What follows belongs to an exercise in optimizing a design on an open flow for small area; a production flow would make more cautious choices.
RTL that was checked went through simulation tests only; none was proved equivalent to the original.
Function not checked in runs 1 and 2: the RTL went through the layout flow alone.
The clock cells of runs 4 to 7 come from the design's own scripts or RTL, not from TritonCTS.
The flow treats the clock pin as an ideal source. Dropping or thinning the clock tree relies on that and would not hold on a real chip.
No activity file was given, so power comes from the tool's default toggle rates.

## flow/flow/run.sh

```bash
#!/bin/bash
# Layout flow: the standard ORFS flow (standard.sh) with these changes:
#  - port buffers use the smallest buffer (buf_1),
#  - clock tree synthesis without dummy loads, on clkbuf_4.
set -euo pipefail
export BUFFER_PORTS_ARGS="-buffer_cell sky130_fd_sc_hd__buf_1"
export CTS_ARGS="-sink_clustering_enable -repair_clock_nets -dont_use_dummy_load -buf_list sky130_fd_sc_hd__clkbuf_4"
bash standard.sh finish > standard_finish.log 2>&1
```

## flow/standard.sh

```bash
#!/bin/bash
# synth_recipe.tcl (not shown) runs the flow's synth.tcl, then flattens the netlist and writes it again
# the make line also repeats each setting of config.mk as NAME=value (left out here)
make -C /OpenROAD-flow-scripts/flow DESIGN_CONFIG=/design/flow/config.mk WORK_HOME=/design/flow/orfs CLKGATE_MAP_FILE= SYNTH_SCRIPT=/design/flow/synth_recipe.tcl "${@:-finish}"
```

## flow/config.mk

```make
export PLATFORM = sky130hd
export DESIGN_NAME = fifo
export DESIGN_NICKNAME = fifo
export VERILOG_FILES = /design/flow/design.v
export SDC_FILE = /design/flow/constraint.sdc
export NUM_CORES = 4
export LEC_CHECK = 0
export CAP_MARGIN = 20
export CORE_MARGIN = 2
export CORE_UTILIZATION = 70
export PLACE_DENSITY = 0.8
export SLEW_MARGIN = 20
export SYNTH_HIERARCHICAL = 1
export SYNTH_MINIMUM_KEEP_SIZE = 0
```

## flow/constraint.sdc

```tcl
create_clock -name core_clock -period 5.0 [get_ports {clk}]
set_input_delay 1.0000 -clock core_clock [delete_from_list [all_inputs] [get_ports {clk}]]
set_output_delay 1.0000 -clock core_clock [all_outputs]
set_load 0.01 [all_outputs]
```

## flow/design.v

```verilog
module fifo (
  input  logic       clk, rst,
  input  logic       wr, rd,
  input  logic [7:0] data_in,
  output logic [7:0] data_out,
  output logic       full, empty
);
  logic [7:0] mem [16];
  logic [4:0] r;
  logic [3:0]  rn;           
  logic [3:0]  lo_n, hi_n;   
  logic [15:0] sel;          
  for (genvar k = 0; k < 4; k++) begin : g_inv
    fifo_inv u (.a(r[k]), .y(rn[k]));
  end
  for (genvar j = 0; j < 4; j++) begin : g_pre
    fifo_nand2 u_lo (.a(j[0] ? r[0] : rn[0]), .b(j[1] ? r[1] : rn[1]), .y(lo_n[j]));
    fifo_nand2 u_hi (.a(j[0] ? r[2] : rn[2]), .b(j[1] ? r[3] : rn[3]), .y(hi_n[j]));
  end
  for (genvar i = 0; i < 16; i++) begin : g_sel
    fifo_nor2 u (.a(lo_n[i % 4]), .b(hi_n[i / 4]), .y(sel[i]));
  end
  logic do_wr, do_rd, wr_n, rd_n;
  assign empty = r[4];
  fifo_nor3  u_full (.a(r[4]), .b(lo_n[3]), .c(hi_n[3]), .y(full));
  fifo_andn  u_wr   (.a(wr), .b(full), .y(do_wr));
  fifo_and1n2 u_rd  (.a(rd), .b(r[4]), .c(do_wr), .y(do_rd));
  fifo_inv   u_wrn  (.a(do_wr), .y(wr_n));
  fifo_inv   u_rdn  (.a(do_rd), .y(rd_n));
  logic all1_3n, all0_3n, rst_n;
  logic [4:0] t, nxt;
  fifo_or2    u_t0 (.a(do_wr), .b(do_rd), .y(t[0]));
  fifo_oai22  u_t1 (.a1(wr_n), .a2(rn[0]),   .b1(rd_n), .b2(r[0]),    .y(t[1]));
  fifo_oai22  u_t2 (.a1(wr_n), .a2(lo_n[3]), .b1(rd_n), .b2(lo_n[0]), .y(t[2]));
  fifo_nand3  u_a3 (.a(r[0]), .b(r[1]), .c(r[2]), .y(all1_3n));
  fifo_or3    u_z3 (.a(r[0]), .b(r[1]), .c(r[2]), .y(all0_3n));
  fifo_oai22  u_t3 (.a1(wr_n), .a2(all1_3n), .b1(rd_n), .b2(all0_3n), .y(t[3]));
  fifo_ao22   u_t4 (.a1(do_wr), .a2(sel[15]), .b1(do_rd), .b2(sel[0]), .y(t[4]));
  fifo_inv    u_rstn (.a(rst), .y(rst_n));
  for (genvar k = 0; k < 5; k++) begin : g_nxt
    logic x;
    fifo_xnor2 u_x (.a(r[k]), .b(t[k]), .y(x));
    fifo_nand2 u_n (.a(x), .b(rst_n), .y(nxt[k]));        
  end
  always_ff @(posedge clk) r <= nxt;
  always_ff @(posedge clk) begin
    if (do_wr) begin
      mem[0] <= data_in;
      for (int i = 1; i < 16; i++) mem[i] <= mem[i-1];
    end
  end
  logic [7:0] head;
  for (genvar b = 0; b < 8; b++) begin : g_bit
    logic [15:0] m;
    for (genvar i = 0; i < 16; i++) begin : g_m
      assign m[i] = mem[i][b];
    end
    fifo_mux16 u_mux (.s(sel), .d(m), .y(head[b]));
  end
  always_ff @(posedge clk) begin
    if (do_rd) data_out <= head;
  end
endmodule
module fifo_mux16 (
  input  logic [15:0] s,
  input  logic [15:0] d,
  output logic        y
);
  logic [5:0] t;   
  for (genvar k = 0; k < 5; k++) begin : g_aoi
    fifo_aoi222 u (.a1(s[3*k]), .a2(d[3*k]), .b1(s[3*k+1]), .b2(d[3*k+1]),
                   .c1(s[3*k+2]), .c2(d[3*k+2]), .y(t[k]));
  end
  fifo_nand2 u_last (.a(s[15]), .b(d[15]), .y(t[5]));
  logic t012;
  fifo_and3  u_and (.a(t[0]), .b(t[1]), .c(t[2]), .y(t012));
  fifo_nand4 u_out (.a(t012), .b(t[3]), .c(t[4]), .d(t[5]), .y(y));
endmodule
module fifo_aoi222 (input logic a1, a2, b1, b2, c1, c2, output logic y);
  assign y = ~((a1 & a2) | (b1 & b2) | (c1 & c2));
endmodule
module fifo_ao22 (input logic a1, a2, b1, b2, output logic y);
  assign y = (a1 & a2) | (b1 & b2);
endmodule
module fifo_oai22 (input logic a1, a2, b1, b2, output logic y);
  assign y = ~((a1 | a2) & (b1 | b2));
endmodule
module fifo_inv (input logic a, output logic y);
  assign y = ~a;
endmodule
module fifo_nand2 (input logic a, b, output logic y);
  assign y = ~(a & b);
endmodule
module fifo_nand3 (input logic a, b, c, output logic y);
  assign y = ~(a & b & c);
endmodule
module fifo_nand4 (input logic a, b, c, d, output logic y);
  assign y = ~(a & b & c & d);
endmodule
module fifo_nor2 (input logic a, b, output logic y);
  assign y = ~(a | b);
endmodule
module fifo_nor3 (input logic a, b, c, output logic y);
  assign y = ~(a | b | c);
endmodule
module fifo_and3 (input logic a, b, c, output logic y);
  assign y = a & b & c;
endmodule
module fifo_or2 (input logic a, b, output logic y);
  assign y = a | b;
endmodule
module fifo_or3 (input logic a, b, c, output logic y);
  assign y = a | b | c;
endmodule
module fifo_andn (input logic a, b, output logic y);
  assign y = a & ~b;
endmodule
module fifo_and1n2 (input logic a, b, c, output logic y);
  assign y = a & ~b & ~c;
endmodule
module fifo_xnor2 (input logic a, b, output logic y);
  assign y = ~(a ^ b);
endmodule
```

==> results of run 1 <==
flip-flops by register name, indices dropped and copies added (netlist names):
signal / count
r: 5
mem: 128
data_out: 8
per-module statistics from Yosys (local to each module, per instance), a selection:
module       cells  flip-flops and latches
fifo_oai22       1                       0
fifo_aoi222      1                       0
fifo_nand2       1                       0
fifo_nand3       1                       0
fifo_and1n2      1                       0
fifo_xnor2       1                       0
fifo_andn        1                       0
fifo_or2         1                       0
routing by layer:
layer  vias up  global-route usage  wire length [um]
li1       1182                   -                 -
met1      1286               0.313              3330
met2       137               0.315              3830
met3         9              0.0774               653
met4         0              0.0744                74
met5         -                   0                 0
worst paths after layout:
check	startpoint	endpoint	slack [ps]	depth (start not counted)
worst max-delay path	r[0]	full	2320	3
worst min-delay path	mem[9][4]	mem[10][4]	430	0
worst max register to register	r[0]	r[1]	2460	8
worst min register to register	mem[9][4]	mem[10][4]	430	0
per-stage QoR:
stage,area (um^2),std cells,power [mW],hold slack [ps]
3_5_place_dp,5190,375,2.21,433
3_3_place_gp,5190,375,2.17,427
5_1_grt,5320,392,2.77,437
6_report,5320,392,2.65,429
4_1_cts,5320,392,2.66,426
2_1_floorplan,4970,256,2.05,425
kinds of logic after synthesis:
family | after synthesis | share of synthesized area
buf+inv | 7 | 0.00528
flops | 141 | 0.841
compound gates | 44 | 0.0860
simple gates | 59 | 0.0589
xor+xnor | 5 | 0.00880
area by class of cell:
cell class	instances	area [um^2]	area share
sequential	141	4180	0.786
multi-input combinational	108	764	0.144
clock buffer	17	128	0.0240
tap	96	120	0.0226
timing repair buffer	23	97.6	0.0183
inverter	7	26.3	0.00494
worst max-delay path: cells and delay by family (launching register included):
family | cells | cell delay (ps)
flip-flops | 1 | 470
buffers and inverters | 1 | 180
AND/OR/NAND/NOR | 2 | 550
placed cells by master (no fill, tap or decap), drive strengths merged:
cell type / netlist / routed
nand4: 8 / 8
buf: 0 / 23
clkbuf: 0 / 17
nor3: 1 / 1
edfxtp: 136 / 136
or3: 1 / 1
nor3b: 1 / 1
a222oi: 40 / 40
nand2: 21 / 21
nor2: 16 / 16
dfxtp: 5 / 5
and3: 8 / 8
nor2b: 1 / 1
a22o: 1 / 1
or2: 1 / 1
inv: 7 / 7
o22ai: 3 / 3
nand3: 1 / 1
xnor2: 5 / 5
cell usage after synthesis:
library cell,n,area share
inv_1,7,0.0053
nor2_1,16,0.012
nor3_2,1,0.0020
nor2b_4,1,0.0028
nand3_1,1,0.0010
nand4_1,8,0.010
nand2_1,21,0.016
o22ai_1,3,0.0038
edfxtp_1,136,0.82
xnor2_1,5,0.0088
a222oi_1,40,0.080
a22o_1,1,0.0018
dfxtp_1,5,0.020
or2_1,1,0.0013
or3_1,1,0.0013
and3_1,8,0.010
nor3b_2,1,0.0025
power by group:
group	switching [mW]	leakage [nW]	internal, mW
clock	0.305	0.0782	0.156
combinational	0.293	0.282	0.149
sequential	0.123	1.36	1.62
total	0.721	1.72	1.93
==> summary.md, run 1 <==
| Metric | Value |
|---|---|
| Leak pwr | `1.72 nW` |
| Cells after synthesis | `256` |
| Wire per inst | `roughly 20 um` |
| CP arrival | `1680 ps` |
| CTS sink cnt | `141` |
| Worst skew pair latency | `490 ps` |
| GPL Wtd Cong | `0.784` |
| # diodes | `0` |
| First-pass GRT wire length | `12,000 um` |
| Die X | `88.3 um` |
| DRC | `0` |
| Clock tree root buffer cell | `clkbuf_4` |
| Final hold vios | `0` |
| Post-CTS repair timing setup buffer count | `0` |
| IO buf count | `21` |
| Area delta synth->final | `6.94%` |
| Final WS setup | `2320 ps` |
| # rows | `30` |
| Fmax | `approximately 370 MHz` |
| Vias in the first global route | `about 2,400` |
| Post-synth cell types | `17` |
| Fill cell count | `400` |
| Cell Area, Synth | `4970 um^2` |
| Worst setup SP type | `flip-flop` |
| Place WS | `2100 ps` |
| Share of cells above drive strength 1 | `0.0743` |
| Die area | `7800 um^2` |
| YS warnings | `8` |
| CORE AREA | `6830 um^2` |
| Routed wire length | `7880 um` |
| Status | `timing/DRC/antenna clean` |
| Power per cell area | `498 nW/um^2` |
| Hold-fix buffers, CTS | `0` |
| First drt pass iteration count | `6` |
| Slew Viols, Final | `0` |
| Max clock buf depth | `2` |
| Net Count, Synth | `268` |
| Via total after detailed routing | `~2,600` |
| Worst path max stage delay | `470 ps` |
| Io pins | `22` |
| TritonCTS clock tree | `built` |
| Crit end category | `primary output` |
| Setup violators final | `0` |
| Total track usage | `0.216` |
| Type of the worst setup path | `flip-flop to primary output` |
| Clock slew at reported path FFs | `110 ps` |
| Max-Slew Margin vs Limit | `0.436` |
| Sequential share of the synthesized area | `0.841` |
| Die Span Y | `between 80 and 90 um` |
| Post-DP HPWL | `approximately 5200 um` |
| Period utilization | `0.536` |
| Setup TNS | `0 ps` |
| Vias/cell | `between 6 and 7` |
| Register bit total from synthesis | `roughly 140` |
| Largest net degree at the start of global routing | `a little over 90` |
| Nets | `310` |
| Sequence of cells on the critical path | `nand2_1 > nor3_2 > buf_1` |
| Initial drt markers | `450` |
| Post-cts resize count | `0` |
| Number of antenna violations at the first check in global routing | `0` |
| Syn Area/Cell | `19.4 um^2` |
| RSZ-0062 raised after global routing | `no` |
| Critical-path top delay cell | `dfxtp_1` |
| Measured slew at the worst slew-check pin | `842 ps` |
| Worst vdd ir | `0.309 mV` |
| Worst Path Max Fanout | `7` |
| Grt ovf | `0` |
| Initial Utilization | `0.728` |
| Fin Clk Skew | `~31 ps` |
| CTS buffer count | `17` |
| Number of max-cap violations | `0` |
| Worst hold path class | `flip-flop to flip-flop` |
| H-tree levels | `4` |
| Final ANT Viol Nets | `0` |
| Tmin final | `2680 ps` |
| WP data required | `4000 ps` |
| Utilization after layout | `0.779` |
==> inputs of run 2 (changes only) <==
--- a/flow/flow/run.sh
+++ b/flow/flow/run.sh
@@ -3,2 +3,5 @@
 #  - port buffers use the smallest buffer (buf_1),
+#  - before the placement resizer, each combinational cell that drives at
+#    most 3 pins is set to its smallest drive strength (downsize.tcl);
+#    repair_design then adds what slew and capacitance limits need,
 #  - clock tree synthesis without dummy loads, on clkbuf_4.
@@ -6,2 +9,3 @@
 export BUFFER_PORTS_ARGS="-buffer_cell sky130_fd_sc_hd__buf_1"
+export PRE_RESIZE_TCL="$PWD/flow/downsize.tcl"
 export CTS_ARGS="-sink_clustering_enable -repair_clock_nets -dont_use_dummy_load -buf_list sky130_fd_sc_hd__clkbuf_4"
==> flow/flow/downsize.tcl (new file) <==
# Set each combinational cell that drives at most 3 pins to the smallest drive
# strength of its type (synthesis upsizes some cells that drive a single gate);
# repair_design then adds back any drive that slew and capacitance limits need.
set n 0
foreach inst [get_cells *] {
  set m [get_property $inst ref_name]
  if {![regexp {^(sky130_fd_sc_hd__[a-z0-9]+)_([0-9]+)$} $m -> base sz]} { continue }
  if {$sz == 1} { continue }
  if {[regexp {__(df|edf|sdf|dl|clk|tap|fill|decap|conb|buf)} $base]} { continue }
  set lc [get_lib_cells -quiet */${base}_1]
  if {[llength $lc] == 0} { continue }
  set fo 0
  foreach p [get_pins -of_objects $inst -filter "direction==output"] {
    set net [get_nets -quiet -of_objects $p]
    if {[llength $net] == 0} { continue }
    incr fo [llength [get_pins -quiet -of_objects $net -filter "direction==input"]]
    incr fo [llength [get_ports -quiet -of_objects $net]]
  }
  if {$fo > 3} { continue }
  puts "downsize [get_full_name $inst] $m -> ${base}_1 (fanout $fo)"
  replace_cell $inst [lindex $lc 0]
  incr n
}
puts "downsized $n cells"
==> run 2 against run 1 <==
  * Critical path depth stayed put
  * Sequential share of layout area is 0.19 points higher
  * Die area stayed put
  * Still clean
  * Setup slack better by 60 ps
  * Critical path type unchanged
  * Core utilization is 0.18 points lower
  * Fmax is 2.3% higher
  * Sequential power hardly changed
==> summary.md, run 2 <==
| Metric | Value |
|---|---|
| Via total after detailed routing | `2,611` |
| Nets | `310` |
| Commonest non-fill, non-tap cells in the layout | `136 x edfxtp_1, 40 x a222oi_1, 21 x nand2_1, 21 x buf_1, 17 x clkbuf_4` |
| Hold-fix buffers, CTS | `0` |
| Fin Clk Skew | `around 29 ps` |
| CP arrival | `1620 ps` |
| Final non-filler cell total | `~400` |
| Status | `timing/DRC/antenna clean` |
| Worst hold path class | `flip-flop to flip-flop` |
| Die Span Y | `88.3 um` |
| Worst vdd ir | `0.263 mV` |
| HP Start | `mem[4][2]` |
| CORE AREA | `6830 um^2` |
| RSZ-0062 raised after global routing | `no` |
| Measured slew at the worst slew-check pin | `between 800 and 900 ps` |
| Leak pwr | `1.71 nW` |
| Cell count of the worst hold path | `0` |
| Vias/cell | `6.66` |
| Worst Path Max Fanout | `7` |
| Area delta synth->final | `6.69%` |
| First drt pass iteration count | `5` |
| Multi-input gate area | `752 um^2` |
| Cells after synthesis | `256` |
| Worst setup SP type | `flip-flop` |
| YS warnings | `8` |
| H-tree levels | `4` |
| DRC | `0` |
| Vias in the first global route | `2,394` |
| Post-CTS repair timing setup buffer count | `0` |
| Die area | `7800 um^2` |
| Share of cells above drive strength 1 | `0.0676` |
| Total track usage | `0.218` |
| Clock tree root buffer cell | `clkbuf_4` |
| Register bank with the most flops | `mem` |
| First-pass GRT wire length | `approximately 12,000 um` |
| RR Startpoint | `r[0]` |
| Period utilization | `0.524` |
| Post-cts resize count | `0` |
| Routed wire length | `7860 um` |
| # diodes | `0` |
| CTS buffer count | `17` |
| Yosys top cell by area | `edfxtp_1` |
| Fill cell count | `396` |
| Syn Area/Cell | `~19 um^2` |
| Number of antenna violations at the first check in global routing | `0` |
| Fmax | `382 MHz` |
| Worst setup path startpoint | `r[0]` |
| Cell Area, Synth | `4970 um^2` |
| Power per cell area | `499 nW/um^2` |
| Placed insts | `375` |
| Post-synth cell types | `17` |
| Crit end category | `primary output` |
| Main synth FF type | `edfxtp_1` |
| GPL Wtd Cong | `0.784` |
| Final hold vios | `0` |
| Sequential share of the synthesized area | `0.841` |
| Max clock buf depth | `2` |
| Largest net degree at the start of global routing | `a little over 90` |
| IO buf count | `21` |
| Most common cell after layout, fill and taps aside | `edfxtp_1` |
| Area share of the largest cell type after synthesis | `0.821` |
| Reg area | `4180 um^2` |
| Register bit total from synthesis | `141` |
| # rows | `30` |
| Grt ovf | `0` |
| Initial Utilization | `0.728` |
| Die X | `88.3 um` |
| Worst skew pair latency | `500 ps` |
| Async set-reset flop share out of synthesis | `0` |
| Synth area leaders | `edfxtp_1 82%, a222oi_1 8.0%, dfxtp_1 2.0%` |
| Setup violators final | `0` |
| Final ANT Viol Nets | `0` |
| Post-DP HPWL | `5120 um` |
| Slew Viols, Final | `0` |
| Post-synth top cells | `136 x edfxtp_1, 40 x a222oi_1, 21 x nand2_1` |
| Power, Total | `2.65 mW` |
| Io pins | `22` |
| Clock slew at reported path FFs | `100 ps` |
| EDFF count, synth | `136` |
| CTS sink cnt | `141` |
| Wire per inst | `20.0 um` |
| Setup TNS | `0 ps` |
| Net Count, Synth | `between 200 and 300` |
| R2R cell count | `8` |
| Max reg flops | `128` |
| Type of the worst setup path | `flip-flop to primary output` |
| Largest regs | `mem: 128 flops, data_out: 8 flops, r: 5 flops` |
| Max-Slew Margin vs Limit | `0.436` |
| Number of max-cap violations | `0` |
| WP data required | `4000 ps` |
| Tmin final | `2620 ps` |
| Initial drt markers | `between 300 and 400` |
| TritonCTS clock tree | `built` |
| Most numerous cell in the Yosys netlist | `edfxtp_1` |
-- run 2: cell families (layout without fill, tap and decap cells) --
family / after synthesis / count (layout) / share of synthesized area
AOI/OAI and AO/OA: 44 / 44 / 0.0860
xor gates and xnor gates: 5 / 5 / 0.00880
buffers and inverters: 7 / 47 / 0.00528
DFF: 141 / 141 / 0.841
and+or+nand+nor: 59 / 59 / 0.0589
-- run 2: cell type report --
class                           count  area share
Inverter                            7     0.00495
Clock buffer                       17      0.0240
Tap cell                           96      0.0226
Sequential cell                   141       0.788
Timing Repair Buffer               23      0.0184
Multi-Input combinational cell    108       0.142
-- run 2: modules after synthesis (local to each module, per instance), a selection --
| module | flip-flops and latches | copies in the design | area [um^2] |
|---|---|---|---|
| fifo_or2 | 0 | 1 | 6.26 |
| fifo_oai22 | 0 | 3 | 6.26 |
| fifo_andn | 0 | 1 | 13.8 |
| fifo_or3 | 0 | 1 | 6.26 |
| fifo_nor2 | 0 | 16 | 3.75 |
| fifo | 141 | 1 | 4180 |
| fifo_aoi222 | 0 | 40 | 10.0 |
| fifo_nand2 | 0 | 21 | 3.75 |
| fifo_and1n2 | 0 | 1 | 12.5 |
| fifo_nor3 | 0 | 1 | 10.0 |
| fifo_nand4 | 0 | 8 | 6.26 |
-- run 2: final timing paths --
path | end | slack (ps)
setup reg to reg | r[1] | 2490
hold / removal | mem[5][2] | 440
setup / recovery | full | 2380
hold reg to reg | mem[5][2] | 440
-- run 2: per-stage QoR --
step	area [um^2]	worst slack, ps	hold WS, ps	utilization
4_1_cts	5300	2340	438	0.776
6_report	5310	2380	439	0.777
3_5_place_dp	5180	2010	433	0.758
2_1_floorplan	4970	966	425	-
3_3_place_gp	5190	2240	427	0.760
5_1_grt	5310	2240	451	0.777
-- run 2: where the power goes --
part,switching (mW),internal (mW)
sequential,0.121,1.62
clock,0.312,0.156
combinational,0.289,0.147
-- run 2: metal layers --
metal,up-vias,share of wire,global-route usage
li1,1188,-,-
met1,1258,0.43,0.314
met2,156,0.48,0.312
met3,9,0.081,0.0756
met4,0,0.0079,0.0909
met5,-,0,0
-- run 2: worst max-delay path, cell delays in order (launching register included) --
cell     delay, ps
dfxtp_1        460
nand2_1        220
nor3_1         280
buf_1          180
==> inputs of run 3 (changes only) <==
--- a/flow/design.v
+++ b/flow/design.v
@@ -9,4 +9,6 @@
   logic [4:0] r;
+  logic do_wr, do_rd, wr_n, rd_n;
   logic [3:0]  rn;           
   logic [3:0]  lo_n, hi_n;   
+  logic        hi3_n;        
   logic [15:0] sel;          
@@ -17,3 +19,3 @@
     fifo_nand2 u_lo (.a(j[0] ? r[0] : rn[0]), .b(j[1] ? r[1] : rn[1]), .y(lo_n[j]));
-    fifo_nand2 u_hi (.a(j[0] ? r[2] : rn[2]), .b(j[1] ? r[3] : rn[3]), .y(hi_n[j]));
+    fifo_nand3 u_hi (.a(j[0] ? r[2] : rn[2]), .b(j[1] ? r[3] : rn[3]), .c(do_rd), .y(hi_n[j]));
   end
@@ -22,5 +24,5 @@
   end
-  logic do_wr, do_rd, wr_n, rd_n;
   assign empty = r[4];
-  fifo_nor3  u_full (.a(r[4]), .b(lo_n[3]), .c(hi_n[3]), .y(full));
+  fifo_nand2 u_hi3  (.a(r[2]), .b(r[3]), .y(hi3_n));
+  fifo_nor3  u_full (.a(r[4]), .b(lo_n[3]), .c(hi3_n), .y(full));
   fifo_andn  u_wr   (.a(wr), .b(full), .y(do_wr));
@@ -37,3 +39,5 @@
   fifo_oai22  u_t3 (.a1(wr_n), .a2(all1_3n), .b1(rd_n), .b2(all0_3n), .y(t[3]));
-  fifo_ao22   u_t4 (.a1(do_wr), .a2(sel[15]), .b1(do_rd), .b2(sel[0]), .y(t[4]));
+  logic all1_4;
+  fifo_nor2   u_a4 (.a(lo_n[3]), .b(hi3_n), .y(all1_4));
+  fifo_ao21   u_t4 (.a1(do_wr), .a2(all1_4), .b1(sel[0]), .y(t[4]));   
   fifo_inv    u_rstn (.a(rst), .y(rst_n));
@@ -51,3 +55,3 @@
   end
-  logic [7:0] head;
+  logic [7:0] dout_nxt;
   for (genvar b = 0; b < 8; b++) begin : g_bit
@@ -57,11 +61,11 @@
     end
-    fifo_mux16 u_mux (.s(sel), .d(m), .y(head[b]));
+    fifo_mux17 u_mux (.s(sel), .d(m), .hold(rd_n), .q(data_out[b]), .y(dout_nxt[b]));
   end
-  always_ff @(posedge clk) begin
-    if (do_rd) data_out <= head;
-  end
+  always_ff @(posedge clk) data_out <= dout_nxt;
 endmodule
-module fifo_mux16 (
+module fifo_mux17 (
   input  logic [15:0] s,
   input  logic [15:0] d,
+  input  logic        hold,
+  input  logic        q,
   output logic        y
@@ -73,3 +77,3 @@
   end
-  fifo_nand2 u_last (.a(s[15]), .b(d[15]), .y(t[5]));
+  fifo_aoi22 u_last (.a1(s[15]), .a2(d[15]), .b1(hold), .b2(q), .y(t[5]));
   logic t012;
@@ -81,4 +85,7 @@
 endmodule
-module fifo_ao22 (input logic a1, a2, b1, b2, output logic y);
-  assign y = (a1 & a2) | (b1 & b2);
+module fifo_aoi22 (input logic a1, a2, b1, b2, output logic y);
+  assign y = ~((a1 & a2) | (b1 & b2));
+endmodule
+module fifo_ao21 (input logic a1, a2, b1, output logic y);
+  assign y = (a1 & a2) | b1;
 endmodule
==> run 3 against run 2 <==
  * Via count increased by 3.3%
  * Power decreased by 5.0%
  * Combinational power decreased by 35%
  * Synthesized area about the same
  * Synthesized cell count increased by 0.78%
  * Clock-buffer cell count unchanged
  * Sequential power about the same
  * Final cell count increased by 0.51%
  * Setup slack got worse by 470 ps
  * Critical endpoint is now data_out[0]
  * Largest power group unchanged
  * Sequential cell count unchanged
  * Fmax decreased by 15%
==> summary.md, run 3 <==
| Metric | Value |
|---|---|
| Max clock buf depth | `2` |
| Vias in the first global route | `2,543` |
| YS warnings | `8` |
| Total track usage | `0.239` |
| Die Span Y | `88.3 um` |
| Tmin final | `slightly above 3000 ps` |
| Leak pwr | `1.71 nW` |
| Grt ovf | `0` |
| Setup violators final | `0` |
| Die X | `88.3 um` |
| Via total after detailed routing | `2,697` |
| Final hold vios | `0` |
| Power per cell area | `approximately 480 nW/um^2` |
| Fmax | `323 MHz` |
| CTS sink cnt | `141` |
| Post-cts resize count | `0` |
| Mux share of post-synthesis cell area | `0` |
| Main synth FF type | `edfxtp_1` |
| Crit end category | `flip-flop` |
| Initial Utilization | `0.728` |
| CTS buffer count | `17` |
| Fill cell count | `420` |
| Worst setup SP type | `flip-flop` |
| Sequential share of the synthesized area | `0.825` |
| Yosys top cell by area | `edfxtp_1` |
| Nets | `312` |
| WP data required | `5420 ps` |
| Post-synth top cells | `128 x edfxtp_1, 40 x a222oi_1, 17 x nor2_1` |
| Fin Clk Skew | `approximately 33 ps` |
| IO buf count | `21` |
| Clock tree root buffer cell | `clkbuf_4` |
| Post-synth cell types | `18` |
| Async set-reset flop share out of synthesis | `0` |
| Final WS setup | `1910 ps` |
| Largest regs | `mem: 128 flops, data_out: 8 flops, r: 5 flops` |
| Number of antenna violations at the first check in global routing | `0` |
| Hold-fix buffers, CTS | `0` |
| Wire per inst | `roughly 21 um` |
| Synth area leaders | `edfxtp_1 77%, a222oi_1 8.0%, dfxtp_1 5.2%` |
| Area share of the largest cell type after synthesis | `0.772` |
| Place WS | `1750 ps` |
| Register bit total from synthesis | `141` |
| Max-Slew Margin vs Limit | `0.303` |
| Final ANT Viol Nets | `0` |
| Worst skew pair latency | `510 ps` |
| Combinational family with the most area after synthesis | `compound AO/OA/AOI/OAI gates` |
| Net Count, Synth | `270` |
| Post-synthesis compound-gate area fraction | `0.106` |
| First drt pass iteration count | `6` |
| Status | `timing/DRC/antenna clean` |
| Initial drt markers | `about 440` |
| GPL Wtd Cong | `roughly 0.80` |
| Period utilization | `0.619` |
| Cell Area, Synth | `4980 um^2` |
| Max reg flops | `between 100 and 150` |
| Post-Synth XOR/XNOR Area | `0.00880` |
| Clock slew at reported path FFs | `100 ps` |
| # rows | `30` |
| Syn Area/Cell | `between 15 and 20 um^2` |
| Io pins | `22` |
| Utilization after layout | `0.771` |
| Post-CTS repair timing setup buffer count | `0` |
| H-tree levels | `4` |
| Post-synthesis simple-gate area fraction | `0.0553` |
| First-pass GRT wire length | `approximately 13,000 um` |
| RSZ-0062 raised after global routing | `no` |
| Register bank with the most flops | `mem` |
| DRC | `0` |
| Measured slew at the worst slew-check pin | `1050 ps` |
| Multi-input gate area | `793 um^2` |
| Die area | `7800 um^2` |
| Most numerous cell in the Yosys netlist | `edfxtp_1` |
| Share of cells above drive strength 1 | `0.0671` |
| Placed cell area | `a little over 5000 um^2` |
| Routed wire length | `between 8000 and 9000 um` |
| Vias/cell | `between 6 and 7` |
| Area delta synth->final | `5.81%` |
| Number of max-cap violations | `0` |
| Reg area | `4100 um^2` |
| Setup TNS | `0 ps` |
| Post-DP HPWL | `5670 um` |
| Synth Area in Adders | `0` |
| Slew Viols, Final | `0` |
| Cells after synthesis | `258` |
| Post-Layout Inst Area | `around 5300 um^2` |
| Commonest non-fill, non-tap cells in the layout | `128 x edfxtp_1, 40 x a222oi_1, 21 x buf_1` |
| EDFF count, synth | `between 100 and 150` |
| Largest net degree at the start of global routing | `between 80 and 90` |
| Type of the worst setup path | `flip-flop to flip-flop` |
| CORE AREA | `just under 7000 um^2` |
| # diodes | `0` |
| CP arrival | `approximately 3500 ps` |
| Worst Path Max Fanout | `46` |
| TritonCTS clock tree | `built` |
| Flop-to-flop setup slack | `1910 ps` |
| Most common cell after layout, fill and taps aside | `edfxtp_1` |
| Worst hold path class | `flip-flop to flip-flop` |
| Worst vdd ir | `0.407 mV` |
[run 3: cell types whose count changed after synthesis, moves of 4 or more]
cell,change
dfxtp_1,+8
a22oi_2,+8
edfxtp_1,-8
nand3_1,+4
nand2_1,-11
[run 3: worst max-delay path, stage by stage (launching register included)]
cell	delay (ps)
dfxtp_1	460
nand2_1	220
nor3_1	280
nor2b_1	70
buf_4	310
nor3b_2	390
nand3_1	200
nor2_1	530
a222oi_1	260
and3_1	200
nand4_1	80
[run 3: metrics by stage]
step | std cells | hold WS, ps | total power [mW]
final | 394 | 433 | 2.51
after CTS | 394 | 434 | 2.53
after floorplan | 258 | 425 | 1.95
after detailed placement | 377 | 433 | 2.07
after global routing | 394 | 453 | 2.63
after global placement | 377 | 427 | 2.05
[run 3: cell type report]
type / instances / share of cell area
flip-flops and latches: 141 / 0.779
multi-input cells: 110 / 0.151
clock buffers: 17 / 0.0242
well taps: 96 / 0.0228
repair buffers: 23 / 0.0178
inverters: 7 / 0.00499
[run 3: worst paths after layout]
check                  start     endpoint  cells after the start
setup / recovery        r[0]  data_out[0]                     10
hold reg to reg   mem[11][1]   mem[12][1]                      0
hold / removal    mem[11][1]   mem[12][1]                      0
setup reg to reg        r[0]  data_out[0]                     10
[run 3: kinds of logic after synthesis]
kind of cell / count (synthesis)
xor gates and xnor gates: 5
AOI/OAI and AO/OA: 52
buffers and inverters: 7
DFF: 141
and+or+nand+nor: 53
[run 3: modules after synthesis (local to each module, per instance), excerpt]
module	area, um^2	flip-flops and latches
fifo_ao21	7.51	0
fifo_oai22	6.26	0
fifo_inv	3.75	0
fifo_xnor2	8.76	0
fifo	4100	141
fifo_aoi22	12.5	0
fifo_aoi222	10.0	0
fifo_nor3	10.0	0
fifo_nand4	6.26	0
fifo_or2	6.26	0
fifo_nor2	3.75	0
fifo_or3	6.26	0
fifo_and1n2	12.5	0
fifo_nand3	5.00	0
[run 3: where the power goes]
part / internal [mW] / switching, mW / total [mW] / leakage, nW
clock: 0.156 / 0.315 / 0.470 / 0.0782
combinational: 0.0903 / 0.192 / 0.282 / 0.272
sequential: 1.61 / 0.149 / 1.76 / 1.36
total: 1.86 / 0.656 / 2.51 / 1.71
[run 3: layer usage]
layer / global-route usage / share of wire / vias to the layer above
met4: 0.0909 / 0.013 / 0
li1: - / - / 1198
met3: 0.0774 / 0.094 / 10
met2: 0.340 / 0.46 / 150
met1: 0.354 / 0.43 / 1339
met5: 0 / 0 / -
==> inputs of run 4 (changes only) <==
--- a/flow/flow/run.sh
+++ b/flow/flow/run.sh
@@ -6,7 +6,10 @@
 #    repair_design then adds what slew and capacitance limits need,
-#  - clock tree synthesis without dummy loads, on clkbuf_4.
+#  - the clock tree is four clkbuf_16 buffers driven by the clock port, one
+#    per quarter of the flip-flops, made before global placement
+#    (clocktree.tcl) in place of TritonCTS (clocktree_cts.tcl).
 set -euo pipefail
 export BUFFER_PORTS_ARGS="-buffer_cell sky130_fd_sc_hd__buf_1"
+export PRE_GLOBAL_PLACE_SKIP_IO_TCL="$PWD/flow/clocktree.tcl"
 export PRE_RESIZE_TCL="$PWD/flow/downsize.tcl"
-export CTS_ARGS="-sink_clustering_enable -repair_clock_nets -dont_use_dummy_load -buf_list sky130_fd_sc_hd__clkbuf_4"
+export PRE_CTS_TCL="$PWD/flow/clocktree_cts.tcl"
 bash standard.sh finish > standard_finish.log 2>&1
==> flow/flow/clocktree.tcl (new file) <==
set cbuf sky130_fd_sc_hd__clkbuf_16
set block [ord::get_db_block]
set clknet [$block findNet clk]
set groups {{} {} {} {}}
set other {}
foreach it [$clknet getITerms] {
  set name [[$it getInst] getName]
  if {[regexp {^mem\[[0-9]+\]\[([0-9]+)\]} $name -> b] ||
      [regexp {^data_out\[([0-9]+)\]} $name -> b]} {
    set g [expr {$b / 2}]
    lset groups $g [concat [lindex $groups $g] [list $it]]
  } else {
    lappend other $it
  }
}
set g 0
foreach it $other {
  lset groups $g [concat [lindex $groups $g] [list $it]]
  set g [expr {($g + 1) % 4}]
}
set core [$block getCoreArea]
set cx [expr {([$core xMin] + [$core xMax]) / 2}]
set cy [expr {([$core yMin] + [$core yMax]) / 2}]
set master [[ord::get_db] findMaster $cbuf]
set k 0
foreach grp $groups {
  set inst [odb::dbInst_create $block $master "clkbuf_h_$k"]
  set net [odb::dbNet_create $block "clknet_h_$k"]
  $net setSigType CLOCK
  [$inst findITerm A] connect $clknet
  [$inst findITerm X] connect $net
  foreach it $grp {
    $it disconnect
    $it connect $net
  }
  $inst setLocation $cx $cy
  $inst setPlacementStatus PLACED
  $inst setDoNotTouch 1
  $net setDoNotTouch 1
  puts "clock buffer clkbuf_h_$k: [llength $grp] sinks"
  incr k
}
$clknet setSigType CLOCK
$clknet setDoNotTouch 1
==> flow/flow/clocktree_cts.tcl (new file) <==
# The clock tree was built before placement (clocktree.tcl): make the CTS
# step's clock_tree_synthesis call do nothing, and let the optimisation that
# follows it size the clock buffers if it needs to.
foreach n {clk clknet_h_0 clknet_h_1 clknet_h_2 clknet_h_3} {
  [[ord::get_db_block] findNet $n] setDoNotTouch 0
}
foreach i {clkbuf_h_0 clkbuf_h_1 clkbuf_h_2 clkbuf_h_3} {
  [[ord::get_db_block] findInst $i] setDoNotTouch 0
}
rename clock_tree_synthesis orfs_clock_tree_synthesis_unused
proc clock_tree_synthesis {args} {
  puts "clock_tree_synthesis skipped: the clock tree was built by clocktree.tcl"
}
==> run 4 against run 3 <==
  * Combinational power rose by 4%
  * Core utilization rose by 0.29 points
  * Largest power group unchanged
  * Global-route usage fell by 4.1 points
  * Still clean on timing, DRC and antenna
  * First-iteration DRC count fell by 8.7%
  * Design area rose by 0.38%
  * Register-to-register slack improved by 20 ps
==> summary.md, run 4 <==
| Metric | Value |
|---|---|
| Status | `timing/DRC/antenna clean` |
| CP arrival | `3200 ps` |
| Logic pwr share | `0.120` |
| Type of the worst setup path | `flip-flop to flip-flop` |
| Hold-fix buffers, CTS | `0` |
| Cells after synthesis | `258` |
| Post-synth cell types | `18` |
| Post-synth top cells | `128 x edfxtp_1, 40 x a222oi_1, 17 x nor2_1` |
| CORE AREA | `roughly 6800 um^2` |
| Initial drt markers | `398` |
| YS warnings | `8` |
| Post-DP HPWL | `5700 um` |
| Total track usage | `0.198` |
| Clock power frac | `0.171` |
| Number of antenna violations at the first check in global routing | `0` |
| Initial Utilization | `0.728` |
| Syn Area/Cell | `just under 20 um^2` |
| Die X | `88.3 um` |
| IO buf count | `21` |
| Worst vdd ir | `between 0.5 and 0.6 mV` |
| Area delta synth->final | `6.21%` |
| Area share of the largest cell type after synthesis | `0.772` |
| Worst setup SP type | `flip-flop` |
| Yosys top cell by area | `edfxtp_1` |
| Tmin final | `3080 ps` |
| Largest net degree at the start of global routing | `93` |
| Via total after detailed routing | `2,580` |
| RSZ-0062 raised after global routing | `no` |
| Slew Viols, Final | `0` |
| Int Power | `1.86 mW` |
| # diodes | `0` |
| Max reg flops | `about 130` |
| Seq pwr share | `0.709` |
| WP data required | `5130 ps` |
| First-pass GRT wire length | `roughly 12,000 um` |
| Global routing usage on met2 | `0.340` |
| Clock slew at reported path FFs | `120 ps` |
| Wire per inst | `20.7 um` |
| Power per cell area | `between 400 and 500 nW/um^2` |
| GRT Max-Usage Layer | `met2` |
| Worst skew pair latency | `180 ps` |
| Net Count, Synth | `270` |
| Measured slew at the worst slew-check pin | `696 ps` |
| Met1 Track Usage GR | `0.303` |
| Nets | `300` |
| EDFF count, synth | `128` |
| Io pins | `22` |
| Crit end category | `flip-flop` |
| GPL Wtd Cong | `0.846` |
| Final hold vios | `0` |
| Sequential share of the synthesized area | `0.825` |
| Worst Path Max Fanout | `12` |
| Die area | `7800 um^2` |
| # rows | `30` |
| Period utilization | `0.615` |
| Synth area leaders | `edfxtp_1 77%, a222oi_1 8.0%, dfxtp_1 5.2%` |
| Commonest non-fill, non-tap cells in the layout | `128 x edfxtp_1, 40 x a222oi_1, 21 x buf_1` |
| Worst path max stage delay | `590 ps` |
| Cell Area, Synth | `4980 um^2` |
| Setup TNS | `0 ps` |
| Leak pwr | `around 1.7 nW` |
| Critical-path top delay cell | `nor2_1` |
| Sequence of cells on the critical path | `nand2_1 > nor3_1 > nor2b_4 > nor3b_2 > nand3_1 > nor2_1 > a222oi_1 > and3_1 > nand4_1` |
| Fmax | `325 MHz` |
| Number of max-cap violations | `0` |
| Crit path buf inv count | `0` |
| Post-CTS repair timing setup buffer count | `0` |
| Grt ovf | `0` |
| Register bit total from synthesis | `141` |
| Routed wire length | `7910 um` |
| Most numerous cell in the Yosys netlist | `edfxtp_1` |
| Met3 usage | `0.00746` |
| Register bank with the most flops | `mem` |
| Share of cells above drive strength 1 | `0.0315` |
| Die Span Y | `~90 um` |
| Crit path max-delay family | `simple AND/OR/NAND/NOR gates` |
| Fin Clk Skew | `15.7 ps` |
| Main synth FF type | `edfxtp_1` |
| Most common cell after layout, fill and taps aside | `edfxtp_1` |
| Vias/cell | `6.75` |
| WHS | `461 ps` |
| Largest regs | `mem: 128 flops, data_out: 8 flops, r: 5 flops` |
| P_sw | `0.594 mW` |
| Max-Slew Margin vs Limit | `0.534` |
| Async set-reset flop share out of synthesis | `0` |
| Vias in the first global route | `2,443` |
| DRC | `0` |
| Worst hold path class | `flip-flop to flip-flop` |
| Setup violators final | `0` |
| Switching Share | `0.242` |
| Post-cts resize count | `0` |
| First drt pass iteration count | `5` |
| Final ANT Viol Nets | `0` |
-- run 4: cell counts after synthesis --
Identical to the previous run, type by type.
-- run 4: final cells by class --
class,count,area [um^2]
Sequential cell,141,4100
Fill cell,398,1550
Multi-Input combinational cell,110,801
Timing Repair Buffer,24,134
Tap cell,96,120
Buffer,4,100
Inverter,7,26.3
-- run 4: Yosys stat by module (local to each module, per instance), a selection --
module,cells inside,flops+latches,copies in the design,area [um^2]
fifo_nor2,1,0,17,3.75
fifo_nand2,1,0,10,3.75
fifo_or2,1,0,1,6.26
fifo_nor3,1,0,1,10.0
fifo_inv,1,0,7,3.75
fifo_and1n2,1,0,1,12.5
fifo_ao21,1,0,1,7.51
fifo_nand4,1,0,8,6.26
fifo_aoi22,1,0,8,12.5
fifo_xnor2,1,0,5,8.76
fifo,141,141,1,4100
fifo_nand3,1,0,5,5.00
fifo_aoi222,1,0,40,10.0
fifo_or3,1,0,1,6.26
fifo_andn,1,0,1,13.8
-- run 4: worst reg2reg max path, cell delays in order, from the launching register on --
cell	delay, ps
dfxtp_1	460
nand2_1	230
nor3_1	430
nor2b_4	160
nor3b_2	350
nand3_1	200
nor2_1	590
a222oi_1	270
and3_1	250
nand4_1	80
-- run 4: layer usage --
metal / part of all wire / up-vias / wire length [um]
met5: 0 / - / 0
met1: 0.46 / 1321 / 3610
met3: 0.036 / 2 / 286
li1: - / 1176 / -
met2: 0.51 / 81 / 4000
met4: 0.0018 / 0 / 14
-- run 4: worst paths after layout --
check / slack, ps / cells past startpoint / endpoint / startpoint
setup reg to reg: 1920 / 9 / data_out[1] / r[0]
setup / recovery: 1920 / 9 / data_out[1] / r[0]
hold / removal: 460 / 0 / mem[6][5] / mem[5][5]
hold reg to reg: 460 / 0 / mem[6][5] / mem[5][5]
-- run 4: through the flow --
stage / worst slack, ps / total power, mW / util / std cells / cell area (um^2)
2_1_floorplan: 750 / 1.95 / - / 258 / 4980
3_3_place_gp: 1570 / 2.35 / 0.773 / 380 / 5280
3_5_place_dp: 1450 / 2.37 / 0.767 / 380 / 5240
4_1_cts: 1470 / 2.37 / 0.767 / 380 / 5240
5_1_grt: 1690 / 2.55 / 0.774 / 382 / 5290
6_report: 1920 / 2.46 / 0.774 / 382 / 5290
-- run 4: logic make-up after synthesis --
family                 count (synthesis)  synth area share
AO/OA/AOI/OAI                         52             0.106
XOR/XNOR                               5           0.00880
buffers and inverters                  7           0.00528
flip-flops                           141             0.825
AND/OR/NAND/NOR                       53            0.0553
-- run 4: power by group through the flow --
| stage | Clock [mW] | Sequential (mW) | Combinational, mW |
|---|---|---|---|
| finish | 0.419 | 1.74 | 0.294 |
| global route | 0.456 | 1.77 | 0.325 |
| CTS | 0.314 | 1.77 | 0.279 |
| detailed placement | 0.314 | 1.77 | 0.279 |
| global placement | 0.314 | 1.75 | 0.279 |
| floorplan | 0 | 1.75 | 0.197 |
==> inputs of run 5 (changes only) <==
--- a/flow/flow/run.sh
+++ b/flow/flow/run.sh
@@ -7,9 +7,8 @@
 #  - the clock tree is four clkbuf_16 buffers driven by the clock port, one
-#    per quarter of the flip-flops, made before global placement
-#    (clocktree.tcl) in place of TritonCTS (clocktree_cts.tcl).
+#    per quarter of the flip-flops (clocktree.tcl, run at the start of the
+#    CTS step in place of TritonCTS).
 set -euo pipefail
 export BUFFER_PORTS_ARGS="-buffer_cell sky130_fd_sc_hd__buf_1"
-export PRE_GLOBAL_PLACE_SKIP_IO_TCL="$PWD/flow/clocktree.tcl"
 export PRE_RESIZE_TCL="$PWD/flow/downsize.tcl"
-export PRE_CTS_TCL="$PWD/flow/clocktree_cts.tcl"
+export PRE_CTS_TCL="$PWD/flow/clocktree.tcl"
 bash standard.sh finish > standard_finish.log 2>&1
==> flow/flow/clocktree.tcl (replaced) <==
set nbuf 4
set cbuf sky130_fd_sc_hd__clkbuf_16
set block [ord::get_db_block]
set clknet [$block findNet clk]
set sinks {}
foreach it [$clknet getITerms] {
  set b [[$it getInst] getBBox]
  lappend sinks [list [expr {([$b xMin] + [$b xMax]) / 2}] [expr {([$b yMin] + [$b yMax]) / 2}] $it]
}
set n [llength $sinks]
set groups {}
set sy [lsort -integer -index 1 $sinks]
set half [expr {($n + 1) / 2}]
foreach rs [list [lrange $sy 0 [expr {$half - 1}]] [lrange $sy $half end]] {
  set rs [lsort -integer -index 0 $rs]
  set m [llength $rs]
  set h [expr {($m + 1) / 2}]
  lappend groups [lrange $rs 0 [expr {$h - 1}]] [lrange $rs $h end]
}
set master [[ord::get_db] findMaster $cbuf]
set k 0
foreach g $groups {
  if {[llength $g] == 0} { continue }
  set sx 0
  set syy 0
  foreach s $g {
    incr sx [lindex $s 0]
    incr syy [lindex $s 1]
  }
  set cx [expr {$sx / [llength $g]}]
  set cy [expr {$syy / [llength $g]}]
  set inst [odb::dbInst_create $block $master "clkbuf_h_$k"]
  set net [odb::dbNet_create $block "clknet_h_$k"]
  $net setSigType CLOCK
  [$inst findITerm A] connect $clknet
  [$inst findITerm X] connect $net
  foreach s $g {
    set it [lindex $s 2]
    $it disconnect
    $it connect $net
  }
  $inst setLocation $cx $cy
  $inst setPlacementStatus PLACED
  puts "clock buffer clkbuf_h_$k: [llength $g] sinks, placed at ($cx, $cy)"
  incr k
}
$clknet setSigType CLOCK

# The tree is built: make the step's clock_tree_synthesis call do nothing.
rename clock_tree_synthesis orfs_clock_tree_synthesis_unused
proc clock_tree_synthesis {args} {
  puts "clock_tree_synthesis skipped: the clock tree was built by clocktree.tcl"
}
removed: flow/flow/clocktree_cts.tcl
==> run 5 against run 4 <==
  * Design area is 0.90% lower
  * Combinational power down 3%
  * Routed wire length grew 4.2%
  * Sequential share of layout area increased by 0.70 points
  * Highest routed layer unchanged
  * Critical path type unchanged
  * Global-route usage is 1.2 points higher
  * Synthesized cell count stayed put
  * Still clean on timing, DRC and antenna
  * Critical path depth grew 1
==> summary.md, run 5 <==
| Metric | Value |
|---|---|
| Final WS setup | `1870 ps` |
| Post-CTS repair timing setup buffer count | `0` |
| Wire per inst | `21.6 um` |
| Crit end category | `flip-flop` |
| DRC | `0` |
| Measured slew at the worst slew-check pin | `1040 ps` |
| RR Startpoint | `r[0]` |
| Type of the worst setup path | `flip-flop to flip-flop` |
| # rows | `30` |
| Post-cts resize count | `0` |
| CP arrival | `3250 ps` |
| Most numerous cell in the Yosys netlist | `edfxtp_1` |
| Power per cell area | `468 nW/um^2` |
| Initial Utilization | `0.728` |
| Fmax | `roughly 320 MHz` |
| Max-Slew Margin vs Limit | `0.309` |
| M1 wire length | `3670 um` |
| Share of cells above drive strength 1 | `0.0246` |
| Seq pwr share | `0.719` |
| Logic pwr share | `0.116` |
| RSZ-0062 raised after global routing | `no` |
| Int Power | `roughly 1.9 mW` |
| Metal2 WL | `3850 um` |
| First drt pass iteration count | `6` |
| Area share of the largest cell type after synthesis | `0.772` |
| Clock slew at reported path FFs | `120 ps` |
| Syn Area/Cell | `19.3 um^2` |
| Initial drt markers | `approximately 430` |
| Cells after synthesis | `258` |
| Register bank with the most flops | `mem` |
| Area delta synth->final | `5.26%` |
| Worst skew pair latency | `180 ps` |
| DR top layer | `met4` |
| Total track usage | `0.210` |
| Vias in the first global route | `2,451` |
| Leak pwr | `1.68 nW` |
| Largest net degree at the start of global routing | `slightly below 90` |
| Die Span Y | `88.3 um` |
| Grt ovf | `0` |
| Die area | `about 8000 um^2` |
| Main synth FF type | `edfxtp_1` |
| Sequential share of the synthesized area | `0.825` |
| Async set-reset flop share out of synthesis | `0` |
| Final hold vios | `0` |
| Number of antenna violations at the first check in global routing | `0` |
| Met3 WL | `around 640 um` |
| Max reg flops | `~130` |
| CORE AREA | `between 6000 and 7000 um^2` |
| Nets | `299` |
| EDFF count, synth | `128` |
| Clock power frac | `0.166` |
| Place WS | `1750 ps` |
| Worst Path Max Fanout | `46` |
| Period utilization | `0.626` |
| Number of max-cap violations | `0` |
| Tmin final | `3130 ps` |
| Synth area leaders | `edfxtp_1 77%, a222oi_1 8.0%, dfxtp_1 5.2%` |
| Setup violators final | `0` |
| Register bit total from synthesis | `141` |
| Slew Viols, Final | `0` |
| YS warnings | `8` |
| Most common cell after layout, fill and taps aside | `edfxtp_1` |
| Largest regs | `mem: 128 flops, data_out: 8 flops, r: 5 flops` |
| Flop-to-flop setup slack | `1870 ps` |
| Post-synth cell types | `18` |
| Routed wire length | `between 8000 and 9000 um` |
| Yosys top cell by area | `edfxtp_1` |
| Worst setup path startpoint | `r[0]` |
| Fin Clk Skew | `16.4 ps` |
| Post-synth top cells | `128 x edfxtp_1, 40 x a222oi_1, 17 x nor2_1` |
| Vias/cell | `6.88` |
| Net Count, Synth | `270` |
| WP data required | `5120 ps` |
| IO buf count | `21` |
| Status | `timing/DRC/antenna clean` |
| HP Start | `mem[6][7]` |
| Switching Share | `0.245` |
| Via total after detailed routing | `2,621` |
| Worst setup SP type | `flip-flop` |
| Commonest non-fill, non-tap cells in the layout | `128 x edfxtp_1, 40 x a222oi_1, 21 x buf_1` |
| Worst vdd ir | `0.424 mV` |
| GPL Wtd Cong | `0.798` |
| Io pins | `22` |
| Post-DP HPWL | `around 5700 um` |
| Die X | `roughly 88 um` |
| Hold-fix buffers, CTS | `0` |
| Final ANT Viol Nets | `0` |
| Setup TNS | `0 ps` |
| Cell Area, Synth | `between 4000 and 5000 um^2` |
| First-pass GRT wire length | `roughly 13,000 um` |
| P_sw | `0.600 mW` |
| # diodes | `0` |
| Worst hold path class | `flip-flop to flip-flop` |
==> run 5: cell types whose count changed in the layout (fill, tap and decap cells not counted) <==
cell     change
nor2b_1      +1
buf_16       -1
buf_4        +1
nor2b_4      -1
buf_12       -1
==> run 5: power by group through the flow <==
| stage | Sequential [mW] | Combinational, mW | Clock, mW |
|---|---|---|---|
| floorplan | 1.75 | 0.197 | 0 |
| global placement | 1.77 | 0.287 | 0 |
| detailed placement | 1.78 | 0.282 | 0 |
| CTS | 1.79 | 0.282 | 0.314 |
| global route | 1.79 | 0.315 | 0.441 |
| finish | 1.76 | 0.284 | 0.406 |
==> run 5: cells by family after synthesis <==
logic type	count (synthesis)	share of synthesized area
xor gates and xnor gates	5	0.00880
buffers and inverters	7	0.00528
DFF	141	0.825
AOI/OAI and AO/OA	52	0.106
and+or+nand+nor	53	0.0553
==> run 5: critical path: stages, from the launching register on <==
cell and delay [ps]:
dfxtp_1 470, nand2_1 230, nor3_1 280, nor2b_1 70, buf_4 310, nor3b_2 400, nand3_1 200, nor2_1 530
a222oi_1 230, and3_1 230, nand4_1 100
==> run 5: layer usage <==
metal | vias up | track usage
met2 | 156 | 0.340
li1 | 1173 | -
met3 | 7 | 0.0149
met4 | 0 | 0.0193
met5 | - | 0
met1 | 1285 | 0.338
==> run 5: final timing paths <==
check,endpoint,depth (start not counted)
worst max-delay path,data_out[5],10
worst min-delay path,mem[7][7],0
worst max register to register,data_out[5],10
worst min register to register,mem[7][7],0
==> run 5: area by class of cell <==
class / count / area, um^2
plain buffers: 4 / 100
fillers: 415 / 1590
inverters: 7 / 26.3
multi-input cells: 110 / 793
flip-flops and latches: 141 / 4100
well taps: 96 / 120
repair buffers: 23 / 93.8
==> run 5: stage by stage <==
stage	instance area (um^2)	hold WS (ps)	cells	power [mW]	util
after floorplan	4980	425	258	1.95	-
after detailed placement	5140	433	377	2.07	0.752
after global routing	5240	466	381	2.54	0.767
final	5240	455	381	2.45	0.767
after CTS	5240	433	381	2.38	0.767
after global placement	5190	427	377	2.05	0.760
==> run 5: modules after synthesis, one instance, submodules excluded, a selection <==
module       cells  times used  flops+latches  area, um^2
fifo_and1n2      1           1              0        12.5
fifo_andn        1           1              0        13.8
fifo_ao21        1           1              0        7.51
fifo_inv         1           7              0        3.75
fifo_nand2       1          10              0        3.75
fifo_or2         1           1              0        6.26
==> inputs of run 6 (changes only) <==
--- a/flow/flow/run.sh
+++ b/flow/flow/run.sh
@@ -4,3 +4,3 @@
 #  - before the placement resizer, each combinational cell that drives at
-#    most 3 pins is set to its smallest drive strength (downsize.tcl);
+#    most 8 pins is set to its smallest drive strength (downsize.tcl);
 #    repair_design then adds what slew and capacitance limits need,
--- a/flow/flow/downsize.tcl
+++ b/flow/flow/downsize.tcl
@@ -1,2 +1,2 @@
-# Set each combinational cell that drives at most 3 pins to the smallest drive
+# Set each combinational cell that drives at most 8 pins to the smallest drive
 # strength of its type (synthesis upsizes some cells that drive a single gate);
@@ -18,3 +18,3 @@
   }
-  if {$fo > 3} { continue }
+  if {$fo > 8} { continue }
   puts "downsize [get_full_name $inst] $m -> ${base}_1 (fanout $fo)"
==> run 6 against run 5 <==
  * Final cell count unchanged
  * Clock skew down 0.60 ps
  * Global-route usage down 0.15 points
  * Via count down 1.8%
  * Sequential share of layout area up 0.075 points
  * Routed wire length down 0.42%
  * Power down 0.29%
  * Worst hold slack worse by 4.9 ps
  * First-iteration DRC count down 8.7%
  * Critical endpoint is now data_out[6]
  * Combinational power about the same
==> summary.md, run 6 <==
| Metric | Value |
|---|---|
| Register bit total from synthesis | `141` |
| Clock slew at reported path FFs | `120 ps` |
| Via total after detailed routing | `2,575` |
| Die X | `just under 90 um` |
| IO buf count | `21` |
| Type of the worst setup path | `flip-flop to flip-flop` |
| First-pass GRT wire length | `12,700 um` |
| WP data required | `5120 ps` |
| Synth area leaders | `edfxtp_1 77%, a222oi_1 8.0%, dfxtp_1 5.2%` |
| Post-CTS repair timing setup buffer count | `0` |
| Net Count, Synth | `270` |
| Io pins | `22` |
| Period utilization | `0.671` |
| Worst setup SP type | `flip-flop` |
| Initial drt markers | `390` |
| Fill cell count | `410` |
| Slew Viols, Final | `0` |
| Fmax | `298 MHz` |
| Largest net degree at the start of global routing | `88` |
| Die area | `7800 um^2` |
| First drt pass iteration count | `6` |
| Commonest non-fill, non-tap cells in the layout | `128 x edfxtp_1, 40 x a222oi_1, 21 x buf_1` |
| DRC | `0` |
| Fin Clk Skew | `15.8 ps` |
| CP arrival | `3480 ps` |
| Final hold vios | `0` |
| # diodes | `0` |
| Worst Path Max Fanout | `46` |
| Worst hold path class | `flip-flop to flip-flop` |
| Post-DP HPWL | `approximately 5700 um` |
| R2R cell count | `10` |
| P_sw | `0.594 mW` |
| Async set-reset flop share out of synthesis | `0` |
| # rows | `30` |
| Max reg flops | `128` |
| Number of antenna violations at the first check in global routing | `0` |
| Number of max-cap violations | `0` |
| Wire per inst | `21.5 um` |
| CORE AREA | `6830 um^2` |
| Status | `timing/DRC/antenna clean` |
| Routed wire length | `8200 um` |
| Setup violators final | `0` |
| WHS | `450 ps` |
| Worst setup path startpoint | `r[0]` |
| GPL Wtd Cong | `~0.8` |
| Tmin final | `3360 ps` |
| Post-cts resize count | `0` |
| Reg area | `4100 um^2` |
| Leak pwr | `about 1.7 nW` |
| Worst skew pair latency | `~180 ps` |
| Worst vdd ir | `between 0.4 and 0.5 mV` |
| EDFF count, synth | `128` |
| Seq pwr share | `0.719` |
| Sequential share of the synthesized area | `0.825` |
| Yosys top cell by area | `edfxtp_1` |
| Vias in the first global route | `2,394` |
| Crit end category | `flip-flop` |
| Grt ovf | `0` |
| Initial Utilization | `0.728` |
| RR Startpoint | `r[0]` |
| Cells after synthesis | `about 260` |
| Total track usage | `0.208` |
| Post-synth top cells | `128 x edfxtp_1, 40 x a222oi_1, 17 x nor2_1` |
| Final non-filler cell total | `381` |
| Area share of the largest cell type after synthesis | `0.772` |
| Max-Slew Margin vs Limit | `0.302` |
| Clock power frac | `0.166` |
| Most common cell after layout, fill and taps aside | `edfxtp_1` |
| Final ANT Viol Nets | `0` |
| Measured slew at the worst slew-check pin | `approximately 1000 ps` |
| Critical path endpoint | `data_out[6]` |
| Syn Area/Cell | `19.3 um^2` |
| Multi-input gate area | `788 um^2` |
| Vias/cell | `6.76` |
| Placed insts | `377` |
| Setup TNS | `0 ps` |
| Most numerous cell in the Yosys netlist | `edfxtp_1` |
| Post-synth cell types | `18` |
| Power, Total | `roughly 2.4 mW` |
| Int Power | `between 1.5 and 2 mW` |
| Cell Area, Synth | `4980 um^2` |
| Switching Share | `0.243` |
| Nets | `about 300` |
| Share of cells above drive strength 1 | `0.0211` |
| YS warnings | `8` |
| Register bank with the most flops | `mem` |
| Power per cell area | `467 nW/um^2` |
| RSZ-0062 raised after global routing | `no` |
| Flop-to-flop setup slack | `1640 ps` |
| Die Span Y | `88.3 um` |
| Logic pwr share | `0.115` |
| Reg2reg end | `data_out[6]` |
| Main synth FF type | `edfxtp_1` |
| Largest regs | `mem: 128 flops, data_out: 8 flops, r: 5 flops` |
| Area delta synth->final | `5.15%` |
| Hold-fix buffers, CTS | `0` |
run 6: cells by family after synthesis:
logic type	synth area share
XOR/XNOR	0.00880
buffers and inverters	0.00528
AO/OA/AOI/OAI	0.106
flip-flops	0.825
AND/OR/NAND/NOR	0.0553
run 6: power groups by stage:
| stage | logic [mW] | clock network (mW) | registers, mW |
|---|---|---|---|
| global placement | 0.287 | 0 | 1.77 |
| global route | 0.312 | 0.441 | 1.79 |
| detailed placement | 0.280 | 0 | 1.78 |
| CTS | 0.280 | 0.314 | 1.79 |
| finish | 0.281 | 0.405 | 1.76 |
| floorplan | 0.197 | 0 | 1.75 |
run 6: area by class of cell:
type | count | area share
buffer | 4 | 0.0191
inverter | 7 | 0.00502
multi-input combinational | 110 | 0.151
sequential | 141 | 0.784
tap | 96 | 0.0230
timing repair buffer | 23 | 0.0179
run 6: per-layer routing:
layer / up-vias / global-route usage / part of all wire
met5: - / 0 / 0
li1: 1172 / - / -
met2: 110 / 0.338 / 0.47
met3: 6 / 0.0187 / 0.065
met4: 0 / 0.0179 / 0.0079
met1: 1287 / 0.332 / 0.46
run 6: how the worst min path moves through the flow:
stage | from | endpoint | slack [ps] | cells after the start
final | mem[6][7] | mem[7][7] | 450 | 0
after global routing | mem[6][7] | mem[7][7] | 460 | 0
after CTS | mem[11][0] | mem[12][0] | 430 | 0
after detailed placement | mem[11][0] | mem[12][0] | 430 | 0
after global placement | mem[12][6] | mem[13][6] | 430 | 0
after floorplan | mem[9][0] | mem[10][0] | 430 | 0
run 6: Yosys stat by module, one instance, submodules excluded, a selection:
module	area [um^2]	flip-flops and latches	cells
fifo_nor2	3.75	0	1
fifo_or2	6.26	0	1
fifo_inv	3.75	0	1
fifo	4100	141	141
fifo_nand3	5.00	0	1
fifo_xnor2	8.76	0	1
fifo_aoi22	12.5	0	1
fifo_ao21	7.51	0	1
fifo_or3	6.26	0	1
fifo_and1n2	12.5	0	1
fifo_andn	13.8	0	1
fifo_aoi222	10.0	0	1
fifo_nor3	10.0	0	1
fifo_and3	6.26	0	1
fifo_nand4	6.26	0	1
run 6: through the flow:
stage	instance area [um^2]	worst slack, ps	utilization
final	5230	1640	0.766
after global routing	5230	1340	0.766
after CTS	5230	1550	0.766
after detailed placement	5130	1560	0.751
after global placement	5190	1790	0.760
after floorplan	4980	750	-
run 6: worst max-delay path: stages, from the launching register on:
cell and delay [ps]:
dfxtp_1 470, nand2_1 240, nor3_1 290, nor2b_1 70
buf_4 300, nor3b_1 570, nand3_1 240, nor2_1 540
a222oi_1 230, and3_1 240, nand4_1 90
==> inputs of run 7 (changes only) <==
--- a/flow/config.mk
+++ b/flow/config.mk
@@ -7,3 +7,3 @@
 export LEC_CHECK = 0
-export CAP_MARGIN = 20
+export CAP_MARGIN = 5
 export CORE_MARGIN = 2
@@ -11,3 +11,3 @@
 export PLACE_DENSITY = 0.8
-export SLEW_MARGIN = 20
+export SLEW_MARGIN = 5
 export SYNTH_HIERARCHICAL = 1
==> run 7 against run 6 <==
  * Register-to-register slack hardly changed
  * Synthesized cell count is the same
  * Power did not move
  * Setup slack is the same
  * Critical path depth did not move
  * Fmax unchanged
  * Combinational power about the same
  * Critical path type unchanged
  * Critical endpoint unchanged
  * Largest cell class unchanged
  * Highest routed layer unchanged
==> summary.md, run 7 <==
| Metric | Value |
|---|---|
| Main synth FF type | `edfxtp_1` |
| Final hold vios | `0` |
| Post-CTS repair timing setup buffer count | `0` |
| Tmin final | `3360 ps` |
| Max reg flops | `~130` |
| Total track usage | `0.208` |
| Worst setup SP type | `flip-flop` |
| Number of max-cap violations | `0` |
| Post-synth cell types | `18` |
| Area delta synth->final | `5.15%` |
| Most numerous cell in the Yosys netlist | `edfxtp_1` |
| Post-DP HPWL | `roughly 5700 um` |
| Register bank with the most flops | `mem` |
| Initial Utilization | `0.728` |
| Hold endpoint | `mem[7][7]` |
| DRC | `0` |
| Final WS setup | `1640 ps` |
| Yosys top cell by area | `edfxtp_1` |
| Via total after detailed routing | `2,575` |
| Async set-reset flop share out of synthesis | `0` |
| Worst Path Max Fanout | `46` |
| IO buf count | `21` |
| Status | `timing/DRC/antenna clean` |
| Placed insts | `377` |
| Cell Area, Synth | `4980 um^2` |
| WP data required | `5120 ps` |
| HP Start | `mem[6][7]` |
| Fmax | `between 200 and 300 MHz` |
| Type of the worst setup path | `flip-flop to flip-flop` |
| GPL Wtd Cong | `0.798` |
| Fin Clk Skew | `15.8 ps` |
| Leak pwr | `1.68 nW` |
| First drt pass iteration count | `6` |
| Number of antenna violations at the first check in global routing | `0` |
| Hold-fix buffers, CTS | `0` |
| R2R cell count | `10` |
| Sequential share of the synthesized area | `0.825` |
| Grt ovf | `0` |
| Die Span Y | `88.3 um` |
| Largest regs | `mem: 128 flops, data_out: 8 flops, r: 5 flops` |
| Measured slew at the worst slew-check pin | `1050 ps` |
| Vias/cell | `between 6 and 7` |
| Final ANT Viol Nets | `0` |
| Initial drt markers | `390` |
| Die area | `7800 um^2` |
| Register bit total from synthesis | `141` |
| Max-Slew Margin vs Limit | `0.302` |
| Synth area leaders | `edfxtp_1 77%, a222oi_1 8.0%, dfxtp_1 5.2%` |
| Power per cell area | `467 nW/um^2` |
| Post-synth top cells | `128 x edfxtp_1, 40 x a222oi_1, 17 x nor2_1` |
| Worst hold path class | `flip-flop to flip-flop` |
| Final non-filler cell total | `381` |
| Clock slew at reported path FFs | `120 ps` |
| Share of cells above drive strength 1 | `0.0211` |
| Reg2reg end | `data_out[6]` |
| First-pass GRT wire length | `about 13,000 um` |
| YS warnings | `8` |
| Slew Viols, Final | `0` |
| Largest net degree at the start of global routing | `between 80 and 90` |
| Io pins | `22` |
| Most common cell after layout, fill and taps aside | `edfxtp_1` |
| Routed wire length | `about 8200 um` |
| Cells after synthesis | `about 260` |
| Worst vdd ir | `about 0.41 mV` |
| Flop-to-flop setup slack | `1640 ps` |
| Net Count, Synth | `270` |
| Cell count of the worst hold path | `0` |
| Setup violators final | `0` |
| Vias in the first global route | `about 2,400` |
| CP arrival | `3480 ps` |
| EDFF count, synth | `128` |
| CORE AREA | `6830 um^2` |
| Period utilization | `0.671` |
| Nets | `299` |
| # diodes | `0` |
| Wire per inst | `21.5 um` |
| # rows | `30` |
| RR Startpoint | `r[0]` |
| Area share of the largest cell type after synthesis | `0.772` |
| RSZ-0062 raised after global routing | `no` |
| Worst skew pair latency | `180 ps` |
| Die X | `88.3 um` |
| Place WS | `1560 ps` |
| Post-cts resize count | `0` |
| Commonest non-fill, non-tap cells in the layout | `128 x edfxtp_1, 40 x a222oi_1, 21 x buf_1` |
| Fill cell count | `410` |
| Setup TNS | `0 ps` |
| Syn Area/Cell | `19.3 um^2` |
| Crit end category | `flip-flop` |
==> run 7: where the power goes <==
group | leakage [nW] | switching, mW | internal, mW
clock network | 0.0493 | 0.255 | 0.150
logic | 0.271 | 0.191 | 0.0899
registers | 1.36 | 0.148 | 1.61
total | 1.68 | 0.594 | 1.85
==> run 7: cell type report <==
class,count,area [um^2],area share
multi-input cells,110,788,0.151
repair buffers,23,93.8,0.0179
well taps,96,120,0.0230
flip-flops and latches,141,4100,0.784
plain buffers,4,100,0.0191
inverters,7,26.3,0.00502
==> run 7: how the worst max path moves through the flow <==
stage | slack [ps] | startpoint | cells past startpoint | endpoint
2_1_floorplan | 750 | wr | 7 | data_out[0]
5_1_grt | 1340 | r[0] | 10 | data_out[4]
3_3_place_gp | 1790 | wr | 8 | data_out[2]
4_1_cts | 1550 | wr | 9 | data_out[6]
3_5_place_dp | 1560 | wr | 9 | data_out[6]
6_report | 1640 | r[0] | 10 | data_out[6]
==> run 7: Yosys stat by module (local to each module, per instance), a selection <==
module	copies in the design	cells	area [um^2]
fifo	1	141	4100
fifo_and1n2	1	1	12.5
fifo_andn	1	1	13.8
fifo_ao21	1	1	7.51
fifo_aoi22	8	1	12.5
fifo_aoi222	40	1	10.0
fifo_inv	7	1	3.75
fifo_nand2	10	1	3.75
fifo_nand4	8	1	6.26
fifo_nor2	17	1	3.75
fifo_nor3	1	1	10.0
fifo_oai22	3	1	6.26
fifo_or2	1	1	6.26
fifo_or3	1	1	6.26
fifo_xnor2	5	1	8.76
==> run 7: logic make-up (layout without fill, tap and decap cells) <==
logic type,Yosys count,after routing,share of synthesized area
AOI/OAI and AO/OA,52,52,0.106
xor gates and xnor gates,5,5,0.00880
buffers and inverters,7,34,0.00528
DFF,141,141,0.825
and+or+nand+nor,53,53,0.0553
==> run 7: critical path: stages (launching register included) <==
cell      delay [ps]
dfxtp_1          470
nand2_1          240
nor3_1           290
nor2b_1           70
buf_4            300
nor3b_1          570
nand3_1          240
nor2_1           540
a222oi_1         230
and3_1           240
nand4_1           90
==> run 7: metal layers <==
metal | up-vias | part of all wire | global-route usage | routed length (um)
met5 | - | 0 | 0 | 0
met4 | 0 | 0.0079 | 0.0179 | 65
met3 | 6 | 0.065 | 0.0187 | 530
met2 | 110 | 0.47 | 0.338 | 3850
met1 | 1287 | 0.46 | 0.332 | 3760
li1 | 1172 | - | - | -
==> run 7: metrics by stage <==
stage	hold slack, ps	utilization	power (mW)	area, um^2
6_report	450	0.766	2.44	5230
2_1_floorplan	425	-	1.95	4980
3_3_place_gp	427	0.760	2.05	5190
5_1_grt	465	0.766	2.54	5230
4_1_cts	433	0.766	2.38	5230
3_5_place_dp	433	0.751	2.06	5130
